Context: an optimization exercise on an open-source flow, tuned for small area. The choices shown serve that exercise and are no tape-out recipe. Where RTL was checked, it was by simulation tests only, not by an equivalence proof against the original. The RTL of run 2 was laid out without a check of its function. The flow treats the clock pin as an ideal source, which a real chip does not have. Power figures rest on the tool's default switching activity, not on a simulated workload.

==> flow/design.v (outline; a module is shown in full before it is edited, if it fits) <==
// module generic_adder_tree: 1018 lines
// module adt_fa: 4 lines
// module adt_gate: 3 lines
// module adt_ha: 4 lines
module generic_adder_tree #(
    parameter INPUT_COUNT = 32,
    parameter DATA_WIDTH  = 16
) (
    input clk,
    input rst_n,
    input [INPUT_COUNT-1:0] [DATA_WIDTH-1:0] i_data,
    output [$clog2(INPUT_COUNT)+DATA_WIDTH-1:0] o_sum
);
  // ...
==> flow/flow/run.sh <==
#!/bin/bash
# Standard ORFS layout (the standard.sh, standard synthesis unchanged) with:
#  - port buffers made from the smallest buffer cell, buf_1;
#  - a clock tree of clkbuf_4 without dummy balancing loads, whose buffers
#    that drive slow clock edges are then upsized (flow/fixclk.tcl);
#  - after global routing, non-critical cells downsized (RECOVER_POWER).
set -o pipefail
export BUFFER_PORTS_ARGS="-buffer_cell sky130_fd_sc_hd__buf_1"
export CTS_ARGS="-sink_clustering_enable -repair_clock_nets -dont_use_dummy_load -wire_unit 20 -buf_list sky130_fd_sc_hd__clkbuf_4 -root_buf sky130_fd_sc_hd__clkbuf_4"
export RECOVER_POWER=100
export POST_CTS_TCL="$PWD/flow/fixclk.tcl"
bash standard.sh > standard.log 2>&1
==> flow/flow/fixclk.tcl <==
# Upsize clock buffers whose sinks see a slow clock edge.
estimate_parasitics -placement
set_propagated_clock [all_clocks]
set changed 0
foreach inst [get_cells -filter "ref_name==sky130_fd_sc_hd__clkbuf_4"] {
  set out [get_pins -of $inst -filter "direction==output"]
  set mx 0
  foreach l [get_pins -of [get_nets -of $out] -filter "direction==input"] {
    set s [get_property $l slew_max]; if {$s > $mx} {set mx $s}
  }
  if {$mx > 0.100} {
    puts "upsizing [get_property $inst name] (sink slew $mx)"
    replace_cell $inst sky130_fd_sc_hd__clkbuf_8
    incr changed
  }
}
if {$changed} { detailed_placement; check_placement -verbose }
==> flow/standard.sh <==
#!/bin/bash
# synth_recipe.tcl (not shown) runs the flow's synth.tcl, then flattens the netlist and writes it again
# the make line also repeats each setting of config.mk as NAME=value (left out here)
make -C /OpenROAD-flow-scripts/flow DESIGN_CONFIG=/design/flow/config.mk WORK_HOME=/design/flow/orfs CLKGATE_MAP_FILE= SYNTH_SCRIPT=/design/flow/synth_recipe.tcl "${@:-finish}"
==> flow/config.mk <==
export PLATFORM = sky130hd
export DESIGN_NAME = generic_adder_tree
export DESIGN_NICKNAME = generic_adder_tree
export VERILOG_FILES = /design/flow/design.v
export SDC_FILE = /design/flow/constraint.sdc
export NUM_CORES = 4
export LEC_CHECK = 0
export CAP_MARGIN = 20
export CORE_AREA = 2 2 253 84
export DIE_AREA = 0 0 255 86
export PLACE_DENSITY = 0.8
export SETUP_SLACK_MARGIN = 0.05
export SLEW_MARGIN = 20
export SYNTH_HIERARCHICAL = 1
==> flow/constraint.sdc <==
create_clock -name core_clock -period 4.0 [get_ports {clk}]
set_input_delay 0.8000 -clock core_clock [delete_from_list [all_inputs] [get_ports {clk}]]
set_output_delay 0.8000 -clock core_clock [all_outputs]
set_load 0.01 [all_outputs]
==> flow_summary.json, run 1 <==
{
  "share_of_synthesized_area_occupied_by_flip_flops_and_latches_pct": 22.6,
  "global_route.usage.met3_pct": 8.95,
  "setup_total_negative_slack_ps": 0,
  "grt_use_met1_pct": 41.6,
  "post-route-period-util_pct": 97.7,
  "total_power_mw": 12.2,
  "route.layer.met1.wl_mm": 11.8,
  "ant_nets": 0,
  "clock_cell_area_share_pct": 1.09,
  "ff2ff_path_depth": 9,
  "powerClk_mw": 0.691,
  "worst-endpoint-required_ps": 4290,
  "placedCellCount": 1479,
  "regMostFlops": "r1",
  "synthXorXnorAreaFrac_pct": 0,
  "fp.dieArea_um2": 21900,
  "first_global_vias": 9305,
  "layout.filler_cells": 1137,
  "finish.net_count": 2230,
  "worstHoldPathType": "flip-flop to flip-flop",
  "route.vias.total": 7441,
  "power.combinational.total_mw": 8.71,
  "end_kind": "flip-flop",
  "met2_usage_pct": 56.1,
  "run_status": "complete, no violations",
  "internal-power_mw": 7.00,
  "tightestPinTransition_ps": 616,
  "gr-total-overflow": 0,
  "yosys_most_used_dff": "dfxtp_1",
  "layout_cells_sized_above_1_pct": 7.88,
  "synth.top_cells.by_area": "fa_1, dfxtp_1, and2_2, dfrtp_1, ha_1",
  "drt_iter0_drc": 302,
  "seqAreaFraction_pct": 18.7,
  "cell_repeated_most_along_the_worst_path": "fa_1",
  "slew_headroom_pct": 58.9
}
==> inputs of run 2 (changes only) <==
--- a/flow/design.v
+++ b/flow/design.v
@@ -2,18 +2,18 @@
     parameter INPUT_COUNT = 32,
     parameter DATA_WIDTH  = 16
 ) (
     input clk,
     input rst_n,
     input [INPUT_COUNT-1:0] [DATA_WIDTH-1:0] i_data,
     output [$clog2(INPUT_COUNT)+DATA_WIDTH-1:0] o_sum
 );
-reg [50:0] r1;
-reg [28:0] r2;
+reg [48:0] r1;
+reg [27:0] r2;
 reg [20:0] r3;
 reg [20:0] r4;
 reg [20:0] r5;
 reg [2:0] vcnt;
 always @(posedge clk or negedge rst_n)
     if (!rst_n) vcnt <= 3'b000;
     else vcnt <= {vcnt[1] | vcnt[2], vcnt[0], ~vcnt[2]};
 wire valid = vcnt[2] & ~vcnt[1];
@@ -259,17 +259,17 @@
 adt_fa u_s239 (.a(c172), .b(c174), .c(s229), .s(s239), .co(c240));
 wire s241, c242;
 adt_fa u_s241 (.a(c176), .b(c178), .c(s231), .s(s241), .co(c242));
 wire s243, c244;
 adt_fa u_s243 (.a(c180), .b(s233), .c(s235), .s(s243), .co(c244));
 wire s245, c246;
 adt_fa u_s245 (.a(s237), .b(c182), .c(c184), .s(s245), .co(c246));
 wire s247, c248;
-adt_fa u_s247 (.a(s239), .b(c186), .c(s241), .s(s247), .co(c248));
+adt_fa u_s247 (.a(s239), .b(s241), .c(c186), .s(s247), .co(c248));
 wire s249, c250;
 adt_fa u_s249 (.a(s243), .b(c188), .c(s245), .s(s249), .co(c250));
 wire s251, c252;
 adt_fa u_s251 (.a(c190), .b(s247), .c(c192), .s(s251), .co(c252));
 wire s253, c254;
 adt_fa u_s253 (.a(i_data[0][5]), .b(i_data[1][5]), .c(i_data[2][5]), .s(s253), .co(c254));
 wire s255, c256;
 adt_fa u_s255 (.a(i_data[3][5]), .b(i_data[4][5]), .c(i_data[5][5]), .s(s255), .co(c256));
@@ -317,17 +317,17 @@
 adt_fa u_s297 (.a(c230), .b(c232), .c(s287), .s(s297), .co(c298));
 wire s299, c300;
 adt_fa u_s299 (.a(c234), .b(c236), .c(s289), .s(s299), .co(c300));
 wire s301, c302;
 adt_fa u_s301 (.a(c238), .b(s291), .c(s293), .s(s301), .co(c302));
 wire s303, c304;
 adt_fa u_s303 (.a(s295), .b(c240), .c(c242), .s(s303), .co(c304));
 wire s305, c306;
-adt_fa u_s305 (.a(s297), .b(c244), .c(s299), .s(s305), .co(c306));
+adt_fa u_s305 (.a(s297), .b(s299), .c(c244), .s(s305), .co(c306));
 wire s307, c308;
 adt_fa u_s307 (.a(s301), .b(c246), .c(s303), .s(s307), .co(c308));
 wire s309, c310;
 adt_fa u_s309 (.a(c248), .b(s305), .c(c250), .s(s309), .co(c310));
 wire s311, c312;
 adt_fa u_s311 (.a(i_data[0][6]), .b(i_data[1][6]), .c(i_data[2][6]), .s(s311), .co(c312));
 wire s313, c314;
 adt_fa u_s313 (.a(i_data[3][6]), .b(i_data[4][6]), .c(i_data[5][6]), .s(s313), .co(c314));
@@ -375,17 +375,17 @@
 adt_fa u_s355 (.a(c288), .b(c290), .c(s345), .s(s355), .co(c356));
 wire s357, c358;
 adt_fa u_s357 (.a(c292), .b(c294), .c(s347), .s(s357), .co(c358));
 wire s359, c360;
 adt_fa u_s359 (.a(c296), .b(s349), .c(s351), .s(s359), .co(c360));
 wire s361, c362;
 adt_fa u_s361 (.a(s353), .b(c298), .c(c300), .s(s361), .co(c362));
 wire s363, c364;
-adt_fa u_s363 (.a(s355), .b(c302), .c(s357), .s(s363), .co(c364));
+adt_fa u_s363 (.a(s355), .b(s357), .c(c302), .s(s363), .co(c364));
 wire s365, c366;
 adt_fa u_s365 (.a(s359), .b(c304), .c(s361), .s(s365), .co(c366));
 wire s367, c368;
 adt_fa u_s367 (.a(c306), .b(s363), .c(c308), .s(s367), .co(c368));
 wire s369, c370;
 adt_fa u_s369 (.a(i_data[0][7]), .b(i_data[1][7]), .c(i_data[2][7]), .s(s369), .co(c370));
 wire s371, c372;
 adt_fa u_s371 (.a(i_data[3][7]), .b(i_data[4][7]), .c(i_data[5][7]), .s(s371), .co(c372));
@@ -433,17 +433,17 @@
 adt_fa u_s413 (.a(c346), .b(c348), .c(s403), .s(s413), .co(c414));
 wire s415, c416;
 adt_fa u_s415 (.a(c350), .b(c352), .c(s405), .s(s415), .co(c416));
 wire s417, c418;
 adt_fa u_s417 (.a(c354), .b(s407), .c(s409), .s(s417), .co(c418));
 wire s419, c420;
 adt_fa u_s419 (.a(s411), .b(c356), .c(c358), .s(s419), .co(c420));
 wire s421, c422;
-adt_fa u_s421 (.a(s413), .b(c360), .c(s415), .s(s421), .co(c422));
+adt_fa u_s421 (.a(s413), .b(s415), .c(c360), .s(s421), .co(c422));
 wire s423, c424;
 adt_fa u_s423 (.a(s417), .b(c362), .c(s419), .s(s423), .co(c424));
 wire s425, c426;
 adt_fa u_s425 (.a(c364), .b(s421), .c(c366), .s(s425), .co(c426));
 wire s427, c428;
 adt_fa u_s427 (.a(i_data[0][8]), .b(i_data[1][8]), .c(i_data[2][8]), .s(s427), .co(c428));
 wire s429, c430;
 adt_fa u_s429 (.a(i_data[3][8]), .b(i_data[4][8]), .c(i_data[5][8]), .s(s429), .co(c430));
@@ -491,17 +491,17 @@
 adt_fa u_s471 (.a(c404), .b(c406), .c(s461), .s(s471), .co(c472));
 wire s473, c474;
 adt_fa u_s473 (.a(c408), .b(c410), .c(s463), .s(s473), .co(c474));
 wire s475, c476;
 adt_fa u_s475 (.a(c412), .b(s465), .c(s467), .s(s475), .co(c476));
 wire s477, c478;
 adt_fa u_s477 (.a(s469), .b(c414), .c(c416), .s(s477), .co(c478));
 wire s479, c480;
-adt_fa u_s479 (.a(s471), .b(c418), .c(s473), .s(s479), .co(c480));
+adt_fa u_s479 (.a(s471), .b(s473), .c(c418), .s(s479), .co(c480));
 wire s481, c482;
 adt_fa u_s481 (.a(s475), .b(c420), .c(s477), .s(s481), .co(c482));
 wire s483, c484;
 adt_fa u_s483 (.a(c422), .b(s479), .c(c424), .s(s483), .co(c484));
 wire s485, c486;
 adt_fa u_s485 (.a(i_data[0][9]), .b(i_data[1][9]), .c(i_data[2][9]), .s(s485), .co(c486));
 wire s487, c488;
 adt_fa u_s487 (.a(i_data[3][9]), .b(i_data[4][9]), .c(i_data[5][9]), .s(s487), .co(c488));
@@ -549,17 +549,17 @@
 adt_fa u_s529 (.a(c462), .b(c464), .c(s519), .s(s529), .co(c530));
 wire s531, c532;
 adt_fa u_s531 (.a(c466), .b(c468), .c(s521), .s(s531), .co(c532));
 wire s533, c534;
 adt_fa u_s533 (.a(c470), .b(s523), .c(s525), .s(s533), .co(c534));
 wire s535, c536;
 adt_fa u_s535 (.a(s527), .b(c472), .c(c474), .s(s535), .co(c536));
 wire s537, c538;
-adt_fa u_s537 (.a(s529), .b(c476), .c(s531), .s(s537), .co(c538));
+adt_fa u_s537 (.a(s529), .b(s531), .c(c476), .s(s537), .co(c538));
 wire s539, c540;
 adt_fa u_s539 (.a(s533), .b(c478), .c(s535), .s(s539), .co(c540));
 wire s541, c542;
 adt_fa u_s541 (.a(c480), .b(s537), .c(c482), .s(s541), .co(c542));
 wire s543, c544;
 adt_fa u_s543 (.a(i_data[0][10]), .b(i_data[1][10]), .c(i_data[2][10]), .s(s543), .co(c544));
 wire s545, c546;
 adt_fa u_s545 (.a(i_data[3][10]), .b(i_data[4][10]), .c(i_data[5][10]), .s(s545), .co(c546));
@@ -607,17 +607,17 @@
 adt_fa u_s587 (.a(c520), .b(c522), .c(s577), .s(s587), .co(c588));
 wire s589, c590;
 adt_fa u_s589 (.a(c524), .b(c526), .c(s579), .s(s589), .co(c590));
 wire s591, c592;
 adt_fa u_s591 (.a(c528), .b(s581), .c(s583), .s(s591), .co(c592));
 wire s593, c594;
 adt_fa u_s593 (.a(s585), .b(c530), .c(c532), .s(s593), .co(c594));
 wire s595, c596;
-adt_fa u_s595 (.a(s587), .b(c534), .c(s589), .s(s595), .co(c596));
+adt_fa u_s595 (.a(s587), .b(s589), .c(c534), .s(s595), .co(c596));
 wire s597, c598;
 adt_fa u_s597 (.a(s591), .b(c536), .c(s593), .s(s597), .co(c598));
 wire s599, c600;
 adt_fa u_s599 (.a(c538), .b(s595), .c(c540), .s(s599), .co(c600));
 wire s601, c602;
 adt_fa u_s601 (.a(i_data[0][11]), .b(i_data[1][11]), .c(i_data[2][11]), .s(s601), .co(c602));
 wire s603, c604;
 adt_fa u_s603 (.a(i_data[3][11]), .b(i_data[4][11]), .c(i_data[5][11]), .s(s603), .co(c604));
@@ -665,17 +665,17 @@
 adt_fa u_s645 (.a(c578), .b(c580), .c(s635), .s(s645), .co(c646));
 wire s647, c648;
 adt_fa u_s647 (.a(c582), .b(c584), .c(s637), .s(s647), .co(c648));
 wire s649, c650;
 adt_fa u_s649 (.a(c586), .b(s639), .c(s641), .s(s649), .co(c650));
 wire s651, c652;
 adt_fa u_s651 (.a(s643), .b(c588), .c(c590), .s(s651), .co(c652));
 wire s653, c654;
-adt_fa u_s653 (.a(s645), .b(c592), .c(s647), .s(s653), .co(c654));
+adt_fa u_s653 (.a(s645), .b(s647), .c(c592), .s(s653), .co(c654));
 wire s655, c656;
 adt_fa u_s655 (.a(s649), .b(c594), .c(s651), .s(s655), .co(c656));
 wire s657, c658;
 adt_fa u_s657 (.a(c596), .b(s653), .c(c598), .s(s657), .co(c658));
 wire s659, c660;
 adt_fa u_s659 (.a(i_data[0][12]), .b(i_data[1][12]), .c(i_data[2][12]), .s(s659), .co(c660));
 wire s661, c662;
 adt_fa u_s661 (.a(i_data[3][12]), .b(i_data[4][12]), .c(i_data[5][12]), .s(s661), .co(c662));
@@ -723,17 +723,17 @@
 adt_fa u_s703 (.a(c636), .b(c638), .c(s693), .s(s703), .co(c704));
 wire s705, c706;
 adt_fa u_s705 (.a(c640), .b(c642), .c(s695), .s(s705), .co(c706));
 wire s707, c708;
 adt_fa u_s707 (.a(c644), .b(s697), .c(s699), .s(s707), .co(c708));
 wire s709, c710;
 adt_fa u_s709 (.a(s701), .b(c646), .c(c648), .s(s709), .co(c710));
 wire s711, c712;
-adt_fa u_s711 (.a(s703), .b(c650), .c(s705), .s(s711), .co(c712));
+adt_fa u_s711 (.a(s703), .b(s705), .c(c650), .s(s711), .co(c712));
 wire s713, c714;
 adt_fa u_s713 (.a(s707), .b(c652), .c(s709), .s(s713), .co(c714));
 wire s715, c716;
 adt_fa u_s715 (.a(c654), .b(s711), .c(c656), .s(s715), .co(c716));
 wire s717, c718;
 adt_fa u_s717 (.a(i_data[0][13]), .b(i_data[1][13]), .c(i_data[2][13]), .s(s717), .co(c718));
 wire s719, c720;
 adt_fa u_s719 (.a(i_data[3][13]), .b(i_data[4][13]), .c(i_data[5][13]), .s(s719), .co(c720));
@@ -781,17 +781,17 @@
 adt_fa u_s761 (.a(c694), .b(c696), .c(s751), .s(s761), .co(c762));
 wire s763, c764;
 adt_fa u_s763 (.a(c698), .b(c700), .c(s753), .s(s763), .co(c764));
 wire s765, c766;
 adt_fa u_s765 (.a(c702), .b(s755), .c(s757), .s(s765), .co(c766));
 wire s767, c768;
 adt_fa u_s767 (.a(s759), .b(c704), .c(c706), .s(s767), .co(c768));
 wire s769, c770;
-adt_fa u_s769 (.a(s761), .b(c708), .c(s763), .s(s769), .co(c770));
+adt_fa u_s769 (.a(s761), .b(s763), .c(c708), .s(s769), .co(c770));
 wire s771, c772;
 adt_fa u_s771 (.a(s765), .b(c710), .c(s767), .s(s771), .co(c772));
 wire s773, c774;
 adt_fa u_s773 (.a(c712), .b(s769), .c(c714), .s(s773), .co(c774));
 wire s775, c776;
 adt_fa u_s775 (.a(i_data[0][14]), .b(i_data[1][14]), .c(i_data[2][14]), .s(s775), .co(c776));
 wire s777, c778;
 adt_fa u_s777 (.a(i_data[3][14]), .b(i_data[4][14]), .c(i_data[5][14]), .s(s777), .co(c778));
@@ -839,17 +839,17 @@
 adt_fa u_s819 (.a(c752), .b(c754), .c(s809), .s(s819), .co(c820));
 wire s821, c822;
 adt_fa u_s821 (.a(c756), .b(c758), .c(s811), .s(s821), .co(c822));
 wire s823, c824;
 adt_fa u_s823 (.a(c760), .b(s813), .c(s815), .s(s823), .co(c824));
 wire s825, c826;
 adt_fa u_s825 (.a(s817), .b(c762), .c(c764), .s(s825), .co(c826));
 wire s827, c828;
-adt_fa u_s827 (.a(s819), .b(c766), .c(s821), .s(s827), .co(c828));
+adt_fa u_s827 (.a(s819), .b(s821), .c(c766), .s(s827), .co(c828));
 wire s829, c830;
 adt_fa u_s829 (.a(s823), .b(c768), .c(s825), .s(s829), .co(c830));
 wire s831, c832;
 adt_fa u_s831 (.a(c770), .b(s827), .c(c772), .s(s831), .co(c832));
 wire s833, c834;
 adt_fa u_s833 (.a(i_data[0][15]), .b(i_data[1][15]), .c(i_data[2][15]), .s(s833), .co(c834));
 wire s835, c836;
 adt_fa u_s835 (.a(i_data[3][15]), .b(i_data[4][15]), .c(i_data[5][15]), .s(s835), .co(c836));
@@ -897,17 +897,17 @@
 adt_fa u_s877 (.a(c810), .b(c812), .c(s867), .s(s877), .co(c878));
 wire s879, c880;
 adt_fa u_s879 (.a(c814), .b(c816), .c(s869), .s(s879), .co(c880));
 wire s881, c882;
 adt_fa u_s881 (.a(c818), .b(s871), .c(s873), .s(s881), .co(c882));
 wire s883, c884;
 adt_fa u_s883 (.a(s875), .b(c820), .c(c822), .s(s883), .co(c884));
 wire s885, c886;
-adt_fa u_s885 (.a(s877), .b(c824), .c(s879), .s(s885), .co(c886));
+adt_fa u_s885 (.a(s877), .b(s879), .c(c824), .s(s885), .co(c886));
 wire s887, c888;
 adt_fa u_s887 (.a(s881), .b(c826), .c(s883), .s(s887), .co(c888));
 wire s889, c890;
 adt_fa u_s889 (.a(c828), .b(s885), .c(c830), .s(s889), .co(c890));
 wire s891, c892;
 adt_fa u_s891 (.a(c834), .b(c836), .c(c838), .s(s891), .co(c892));
 wire s893, c894;
 adt_fa u_s893 (.a(c840), .b(c842), .c(c844), .s(s893), .co(c894));
@@ -921,17 +921,17 @@
 adt_fa u_s901 (.a(c864), .b(c866), .c(s891), .s(s901), .co(c902));
 wire s903, c904;
 adt_fa u_s903 (.a(s893), .b(s895), .c(c868), .s(s903), .co(c904));
 wire s905, c906;
 adt_fa u_s905 (.a(c870), .b(s897), .c(c872), .s(s905), .co(c906));
 wire s907, c908;
 adt_fa u_s907 (.a(c874), .b(s899), .c(c876), .s(s907), .co(c908));
 wire s909, c910;
-adt_fa u_s909 (.a(s901), .b(s903), .c(c878), .s(s909), .co(c910));
+adt_fa u_s909 (.a(s901), .b(c878), .c(s903), .s(s909), .co(c910));
 wire s911, c912;
 adt_fa u_s911 (.a(c880), .b(s905), .c(c882), .s(s911), .co(c912));
 wire s913, c914;
 adt_fa u_s913 (.a(s907), .b(c884), .c(s909), .s(s913), .co(c914));
 wire s915, c916;
 adt_fa u_s915 (.a(c886), .b(s911), .c(c888), .s(s915), .co(c916));
 wire s917, c918;
 adt_fa u_s917 (.a(c892), .b(c894), .c(c896), .s(s917), .co(c918));
@@ -939,84 +939,84 @@
 adt_fa u_s919 (.a(c898), .b(c900), .c(c902), .s(s919), .co(c920));
 wire s921, c922;
 adt_fa u_s921 (.a(s917), .b(c904), .c(c906), .s(s921), .co(c922));
 wire s923, c924;
 adt_fa u_s923 (.a(c908), .b(s919), .c(c910), .s(s923), .co(c924));
 wire s925, c926;
 adt_fa u_s925 (.a(s921), .b(c912), .c(c914), .s(s925), .co(c926));
 wire s927, c928;
-adt_fa u_s927 (.a(c918), .b(c920), .c(c922), .s(s927), .co(c928));
-always @(posedge clk) r1 <= {c928, c926, s927, c924, s925, c916, s923, s915, c890, s913, s889, c832, s887, s831, c774, s829, s773, c716, s771, s715, c658, s713, s657, c600, s655, s599, c542, s597, s541, c484, s539, s483, c426, s481, s425, c368, s423, s367, c310, s365, s309, c252, s307, c194, s251, s249, s193, c136, s135, s79, s31};
+adt_fa u_s927 (.a(s923), .b(c916), .c(s925), .s(s927), .co(c928));
 wire s929, c930;
-adt_ha u_s929 (.a(r1[3]), .b(r1[4]), .s(s929), .co(c930));
+adt_fa u_s929 (.a(c918), .b(c920), .c(c922), .s(s929), .co(c930));
 wire s931, c932;
-adt_fa u_s931 (.a(r1[5]), .b(r1[6]), .c(r1[7]), .s(s931), .co(c932));
+adt_fa u_s931 (.a(c924), .b(s929), .c(c926), .s(s931), .co(c932));
+always @(posedge clk) r1 <= {c932, c930, s931, c928, s927, s915, c890, s913, s889, c832, s887, s831, c774, s829, s773, c716, s771, s715, c658, s713, s657, c600, s655, s599, c542, s597, s541, c484, s539, s483, c426, s481, s425, c368, s423, s367, c310, s365, s309, c252, s307, c194, s251, s249, s193, c136, s135, s79, s31};
 wire s933, c934;
-adt_ha u_s933 (.a(c930), .b(s931), .s(s933), .co(c934));
+adt_ha u_s933 (.a(r1[3]), .b(r1[4]), .s(s933), .co(c934));
 wire s935, c936;
-adt_fa u_s935 (.a(r1[8]), .b(r1[9]), .c(r1[10]), .s(s935), .co(c936));
+adt_fa u_s935 (.a(r1[5]), .b(r1[6]), .c(r1[7]), .s(s935), .co(c936));
 wire s937, c938;
-adt_fa u_s937 (.a(c932), .b(s935), .c(c934), .s(s937), .co(c938));
+adt_ha u_s937 (.a(c934), .b(s935), .s(s937), .co(c938));
 wire s939, c940;
-adt_fa u_s939 (.a(r1[11]), .b(r1[12]), .c(r1[13]), .s(s939), .co(c940));
+adt_fa u_s939 (.a(r1[8]), .b(r1[9]), .c(r1[10]), .s(s939), .co(c940));
 wire s941, c942;
 adt_fa u_s941 (.a(c936), .b(s939), .c(c938), .s(s941), .co(c942));
 wire s943, c944;
-adt_fa u_s943 (.a(r1[14]), .b(r1[15]), .c(r1[16]), .s(s943), .co(c944));
+adt_fa u_s943 (.a(r1[11]), .b(r1[12]), .c(r1[13]), .s(s943), .co(c944));
 wire s945, c946;
 adt_fa u_s945 (.a(c940), .b(s943), .c(c942), .s(s945), .co(c946));
 wire s947, c948;
-adt_fa u_s947 (.a(r1[17]), .b(r1[18]), .c(r1[19]), .s(s947), .co(c948));
+adt_fa u_s947 (.a(r1[14]), .b(r1[15]), .c(r1[16]), .s(s947), .co(c948));
 wire s949, c950;
 adt_fa u_s949 (.a(c944), .b(s947), .c(c946), .s(s949), .co(c950));
 wire s951, c952;
-adt_fa u_s951 (.a(r1[20]), .b(r1[21]), .c(r1[22]), .s(s951), .co(c952));
+adt_fa u_s951 (.a(r1[17]), .b(r1[18]), .c(r1[19]), .s(s951), .co(c952));
 wire s953, c954;
 adt_fa u_s953 (.a(c948), .b(s951), .c(c950), .s(s953), .co(c954));
 wire s955, c956;
-adt_fa u_s955 (.a(r1[23]), .b(r1[24]), .c(r1[25]), .s(s955), .co(c956));
+adt_fa u_s955 (.a(r1[20]), .b(r1[21]), .c(r1[22]), .s(s955), .co(c956));
 wire s957, c958;
 adt_fa u_s957 (.a(c952), .b(s955), .c(c954), .s(s957), .co(c958));
 wire s959, c960;
-adt_fa u_s959 (.a(r1[26]), .b(r1[27]), .c(r1[28]), .s(s959), .co(c960));
+adt_fa u_s959 (.a(r1[23]), .b(r1[24]), .c(r1[25]), .s(s959), .co(c960));
 wire s961, c962;
 adt_fa u_s961 (.a(c956), .b(s959), .c(c958), .s(s961), .co(c962));
 wire s963, c964;
-adt_fa u_s963 (.a(r1[29]), .b(r1[30]), .c(r1[31]), .s(s963), .co(c964));
+adt_fa u_s963 (.a(r1[26]), .b(r1[27]), .c(r1[28]), .s(s963), .co(c964));
 wire s965, c966;
-adt_fa u_s965 (.a(r1[32]), .b(r1[33]), .c(r1[34]), .s(s965), .co(c966));
+adt_fa u_s965 (.a(c960), .b(s963), .c(c962), .s(s965), .co(c966));
 wire s967, c968;
-adt_fa u_s967 (.a(r1[35]), .b(r1[36]), .c(r1[37]), .s(s967), .co(c968));
+adt_fa u_s967 (.a(r1[29]), .b(r1[30]), .c(r1[31]), .s(s967), .co(c968));
 wire s969, c970;
-adt_fa u_s969 (.a(r1[38]), .b(r1[39]), .c(r1[40]), .s(s969), .co(c970));
+adt_fa u_s969 (.a(c964), .b(s967), .c(c966), .s(s969), .co(c970));
 wire s971, c972;
-adt_fa u_s971 (.a(r1[41]), .b(r1[42]), .c(r1[43]), .s(s971), .co(c972));
+adt_fa u_s971 (.a(r1[32]), .b(r1[33]), .c(r1[34]), .s(s971), .co(c972));
 wire s973, c974;
-adt_fa u_s973 (.a(r1[44]), .b(r1[45]), .c(r1[46]), .s(s973), .co(c974));
+adt_fa u_s973 (.a(r1[35]), .b(r1[36]), .c(r1[37]), .s(s973), .co(c974));
 wire s975, c976;
-adt_fa u_s975 (.a(r1[47]), .b(r1[48]), .c(r1[49]), .s(s975), .co(c976));
-always @(posedge clk) r2 <= {c976, r1[50], s975, c974, s973, c972, s971, c970, s969, c968, s967, c966, s965, c964, c962, s963, c960, s961, s957, s953, s949, s945, s941, s937, s933, s929, r1[2], r1[1], r1[0]};
+adt_fa u_s975 (.a(r1[38]), .b(r1[39]), .c(r1[40]), .s(s975), .co(c976));
 wire s977, c978;
-adt_fa u_s977 (.a(r2[12]), .b(r2[13]), .c(r2[14]), .s(s977), .co(c978));
+adt_fa u_s977 (.a(r1[41]), .b(r1[42]), .c(r1[43]), .s(s977), .co(c978));
+always @(posedge clk) r2 <= {r1[48], r1[47], r1[46], r1[45], c978, r1[44], s977, c976, s975, c974, s973, c972, c970, s971, c968, s969, s965, s961, s957, s953, s949, s945, s941, s937, s933, r1[2], r1[1], r1[0]};
 wire s979, c980;
-adt_fa u_s979 (.a(r2[15]), .b(r2[16]), .c(c978), .s(s979), .co(c980));
+adt_fa u_s979 (.a(r2[13]), .b(r2[14]), .c(r2[15]), .s(s979), .co(c980));
 wire s981, c982;
-adt_fa u_s981 (.a(r2[17]), .b(r2[18]), .c(c980), .s(s981), .co(c982));
+adt_fa u_s981 (.a(r2[16]), .b(r2[17]), .c(c980), .s(s981), .co(c982));
 wire s983, c984;
-adt_fa u_s983 (.a(r2[19]), .b(r2[20]), .c(c982), .s(s983), .co(c984));
+adt_fa u_s983 (.a(r2[18]), .b(r2[19]), .c(c982), .s(s983), .co(c984));
 wire s985, c986;
-adt_fa u_s985 (.a(r2[21]), .b(r2[22]), .c(c984), .s(s985), .co(c986));
+adt_fa u_s985 (.a(r2[20]), .b(r2[21]), .c(c984), .s(s985), .co(c986));
 wire s987, c988;
-adt_fa u_s987 (.a(r2[23]), .b(r2[24]), .c(c986), .s(s987), .co(c988));
+adt_fa u_s987 (.a(r2[22]), .b(r2[23]), .c(c986), .s(s987), .co(c988));
 wire s989, c990;
-adt_fa u_s989 (.a(r2[25]), .b(r2[26]), .c(c988), .s(s989), .co(c990));
+adt_fa u_s989 (.a(r2[24]), .b(r2[25]), .c(c988), .s(s989), .co(c990));
 wire s991, c992;
-adt_fa u_s991 (.a(r2[27]), .b(r2[28]), .c(c990), .s(s991), .co(c992));
-always @(posedge clk) r3 <= {c992, s991, s989, s987, s985, s983, s981, s979, s977, r2[11], r2[10], r2[9], r2[8], r2[7], r2[6], r2[5], r2[4], r2[3], r2[2], r2[1], r2[0]};
+adt_fa u_s991 (.a(r2[26]), .b(r2[27]), .c(c990), .s(s991), .co(c992));
+always @(posedge clk) r3 <= {c992, s991, s989, s987, s985, s983, s981, s979, r2[12], r2[11], r2[10], r2[9], r2[8], r2[7], r2[6], r2[5], r2[4], r2[3], r2[2], r2[1], r2[0]};
 always @(posedge clk) r4 <= {r3[20], r3[19], r3[18], r3[17], r3[16], r3[15], r3[14], r3[13], r3[12], r3[11], r3[10], r3[9], r3[8], r3[7], r3[6], r3[5], r3[4], r3[3], r3[2], r3[1], r3[0]};
 always @(posedge clk) r5 <= {r4[20], r4[19], r4[18], r4[17], r4[16], r4[15], r4[14], r4[13], r4[12], r4[11], r4[10], r4[9], r4[8], r4[7], r4[6], r4[5], r4[4], r4[3], r4[2], r4[1], r4[0]};
 adt_gate u_gate (.v(valid), .d({r5[20], r5[19], r5[18], r5[17], r5[16], r5[15], r5[14], r5[13], r5[12], r5[11], r5[10], r5[9], r5[8], r5[7], r5[6], r5[5], r5[4], r5[3], r5[2], r5[1], r5[0]}), .o(o_sum));
 endmodule
 module adt_fa (input a, input b, input c, output s, output co);
     assign s  = a ^ b ^ c;
     assign co = (a & b) | (c & (a | b));
 endmodule
==> flow/flow/run.sh (replaced) <==
#!/bin/bash
# Standard ORFS layout (the standard.sh, standard synthesis unchanged) with:
#  - port buffers made from the smallest buffer cell, buf_1;
#  - a clock tree of clkbuf_4 without dummy balancing loads, whose buffers
#    that drive slow clock edges are then upsized (flow/fixclk.tcl).
set -o pipefail
export BUFFER_PORTS_ARGS="-buffer_cell sky130_fd_sc_hd__buf_1"
export CTS_ARGS="-sink_clustering_enable -repair_clock_nets -dont_use_dummy_load -wire_unit 20 -buf_list sky130_fd_sc_hd__clkbuf_4 -root_buf sky130_fd_sc_hd__clkbuf_4"
export POST_CTS_TCL="$PWD/flow/fixclk.tcl"
bash standard.sh > standard.log 2>&1
==> run 2 against run 1 <==
Now fails the layout checks on setup timing. First-iteration DRC count is 26% higher. Clock-buffer cell count stayed put. Via count is 5.0% higher. Largest cell class unchanged. Highest routed layer is now met5. Non-clock buffer count stayed put.
==> flow_summary.json, run 2 <==
{
  "run_status": "finished with violations",
  "layout.failed_checks": "setup timing",
  "async_reset_ff_share_pct": 2.10,
  "timing.hold.ws_ps": 320,
  "placer_congestion_estimate": 0.921,
  "regMostFlops": "r1",
  "synthXorXnorAreaFrac_pct": 0,
  "fp.dieArea_um2": 21900,
  "worstHoldPathType": "flip-flop to flip-flop",
  "drt-wirelength-per-cell_um": 23.2,
  "worst-r2r-setup-slack_ps": -40,
  "drt_iter0_drc": 380,
  "synth_top_cells_by_count": "fa_1, dfxtp_1, and2_2",
  "synth.cell_area_um2": 13000,
  "synth_top_family_by_area": "adder cells",
  "worst_ep_arrival_time_ps": 4340,
  "layout_commonest_cell": "buf_1",
  "timing.critical_path.cells": "buf_6 > fa_2 > fa_2 > fa_2 > fa_1 > fa_1 > fa_2 > fa_2 > fa_1",
  "cts.sinks": 143,
  "post_synth_and_or_nand_nor_area_fraction_pct": 1.27,
  "synthMuxAreaShare_pct": 0,
  "critical_path.reg2reg.endpoint": "r2[12]",
  "post_synth_inst_count": 665,
  "layout-area-overhead-vs-synth_pct": 22.0,
  "fp.dieH_um": 86,
  "fin_skew_ps": 25.5,
  "cell_leakage_power_nw": 5.55,
  "cap_viol_max_count": 0,
  "grt_antenna_before_repair": 4,
  "vdd_ir_drop_max_mv": 0.566,
  "die_boundary_width_um": 255,
  "end_kind": "flip-flop",
  "yosys_most_used_dff": "dfxtp_1",
  "grt_setup_unrepaired": "true",
  "worst-endpoint-required_ps": 4280,
  "yosysMostFrequentCell": "fa_1",
  "reg2reg_from": "r1[5]",
  "io-pin-count": 535,
  "ant_nets": 0,
  "worstHoldStart": "r4[12]",
  "most_frequent_cells_in_the_layout": "buf_1, fa_1, dfxtp_1",
  "finish.net_count": 2227,
  "critical_path_peak_fanout": 1,
  "layout_top_registers": "r1: 49 flops, r2: 28 flops",
  "final-setup-viol-count": 2,
  "detailedRoute.firstPassIterationCount": 5,
  "crit_path_max_incr_delay_ps": 540,
  "num_rows": 29,
  "report.final.slew_viol_count": 0,
  "ys_types": 10,
  "clk-insertion-delay-late_ps": 420,
  "synth-edff-count": 0,
  "drt_wl_total_mm": 34.7,
  "vias_per_instance": 5.21,
  "largest_register_ff_count": 49,
  "synth_top_area_cell": "fa_1",
  "cell_repeated_most_along_the_worst_path": "fa_2",
  "fin_cells": 1499,
  "floorplan.initialDensity_pct": 65.5,
  "drc": 0,
  "design.core.area_um2": 19800,
  "startpoint_class_of_the_critical_path": "input pin",
  "slew_headroom_pct": 79.1,
  "maximum_number_of_pins_on_one_net_before_global_route_repair": 22,
  "post_synth.cell_area_avg_um2": 19.5,
  "synth.top_cells.by_area": "fa_1, dfxtp_1, and2_2, dfrtp_1, ha_1",
  "cts_tree": "built",
  "hold_path_end": "r5[12]",
  "layout_cells_sized_above_1_pct": 12.8,
  "fin_crit_ps": 4050,
  "synth_warnings": 7,
  "max_freq_ghz": 0.247,
  "dpl.hpwl_mm": 32.3,
  "hold_viol": 0,
  "postSynthRegisterBits": 143,
  "route.vias.total": 7814,
  "timing_worst_setup_path_type": "input pin to flip-flop",
  "tightestPinTransition_ps": 314,
  "cp_num_buf_inv": 1,
  "power-per-cell-area_nw_per_um2": 831,
  "track_usage_pct": 33.9,
  "hold_depth": 0,
  "reg_clk_slew_reported_paths_ps": 80,
  "post-route-period-util_pct": 101,
  "total_power_mw": 13.1,
  "fraction_of_the_mapped_netlist_area_in_compound_gates_pct": 0,
  "first_global_vias": 9903,
  "worst_path_dominant_cell_family": "adder cells",
  "slowest_stage": "fa_2",
  "ff2ff_path_depth": 10,
  "placedCellCount": 1476,
  "synth_fp_nets": 1675,
  "gr-total-overflow": 0,
  "post_synth_fa_ha_maj_area_fraction_pct": 76.3,
  "yosys.area.top_type_share_pct": 75.8,
  "first_pass_grt_wire_length_mm": 52.1,
  "numPortBuffers": 534,
  "final.setup.worst_slack_ps": -51.2,
  "share_of_synthesized_area_occupied_by_flip_flops_and_latches_pct": 22.2
}
run 2: cell count changes after synthesis, sizes merged:
cell	before	now
dfxtp	143	140
run 2: cells by family after synthesis:
family	after synthesis
adder cells (fa/ha/maj)	496
buffers and inverters	3
flip-flops	143
AND/OR/NAND/NOR	23
run 2: area by class of cell:
class | count | area (um^2)
diodes | 5 | 12.5
repair buffers | 535 | 2020
clock buffers | 17 | 171
flip-flops and latches | 143 | 2880
well taps | 279 | 349
multi-input cells | 519 | 10400
inverters | 1 | 3.75
fillers | 1095 | 3970
run 2: metal layers:
layer / part of all wire, % / GRT usage [%] / routed length [um] / vias to the layer above
li1: - / - / - / 3107
met1: 35 / 40.3 / 12300 / 4111
met2: 51 / 58.0 / 17800 / 435
met3: 7.3 / 8.25 / 2540 / 159
met4: 5.9 / 19.9 / 2040 / 2
met5: 0.18 / 1.10 / 63 / -
run 2: where the power goes:
part | total [mW] | switching, mW | internal [mW]
combinational | 9.67 | 4.96 | 4.72
clock | 0.685 | 0.413 | 0.271
sequential | 2.78 | 0.265 | 2.51
total | 13.1 | 5.64 | 7.50
run 2: per-module statistics from Yosys (local to each module, per instance):
module | area, um^2 | cells inside | flip-flops and latches
generic_adder_tree | 2900 | 146 | 143
adt_ha | 12.5 | 1 | 0
adt_gate | 173 | 23 | 0
adt_fa | 20.0 | 1 | 0
run 2: worst max-delay path by stage:
stage,startpoint,to,slack (ps),cells after the start
after floorplan,i_data[13],r1[44],-230,8
final,i_data[61],r1[44],-50,9
after detailed placement,i_data[155],r1[44],-500,9
after global routing,r1[6],r2[12],-100,10
after global placement,i_data[155],r1[44],-460,9
run 2: worst reg2reg max path: stages (launching register included):
cell and delay [ps]:
dfxtp_1 320, fa_1 510, ha_2 210, fa_2 350, fa_2 340, fa_2 340
fa_2 350, fa_2 340, fa_2 360, fa_2 350, fa_2 520
run 2: stage by stage:
stage	utilization (%)	setup slack [ps]	setup TNS (ps)	area, um^2
after floorplan	-	-233	-493	13200
after global placement	78.7	-458	-5750	15600
after detailed placement	78.7	-505	-7630	15600
after global routing	79.9	-103	-229	15800
final	79.9	-51.2	-93.1	15800

what the ideal ports hide:
No port has a modelled driver above. Below, the same layouts with a new extraction and two added sets of constraints. Step 1 assumes that a clkbuf_16 drives the clock port and a buf_2 every other input. Step 2 moves the port delays by t, midway between the first and last clock arrival at a register: inputs arrive t later, outputs are due t later. That takes back most of the time a late clock gives input paths. Three values: ideal, step 1, step 2; two values: the first two.
run	t, ns	setup slack, ns	clock arrival spread, ns	worst register clock-pin slew, ns
run 1	0.443	0.091 / 0.101 / -0.342	0.026 / 0.026	0.09 / 0.09
run 2	0.428	-0.051 / -0.091 / -0.519	0.026 / 0.027	0.09 / 0.09
With both steps, setup timing fails in run 1, where it was met with ideal ports. The setup slack of run 2, which loses most, moves by -0.040 ns with the drivers and by -0.468 ns with both steps.
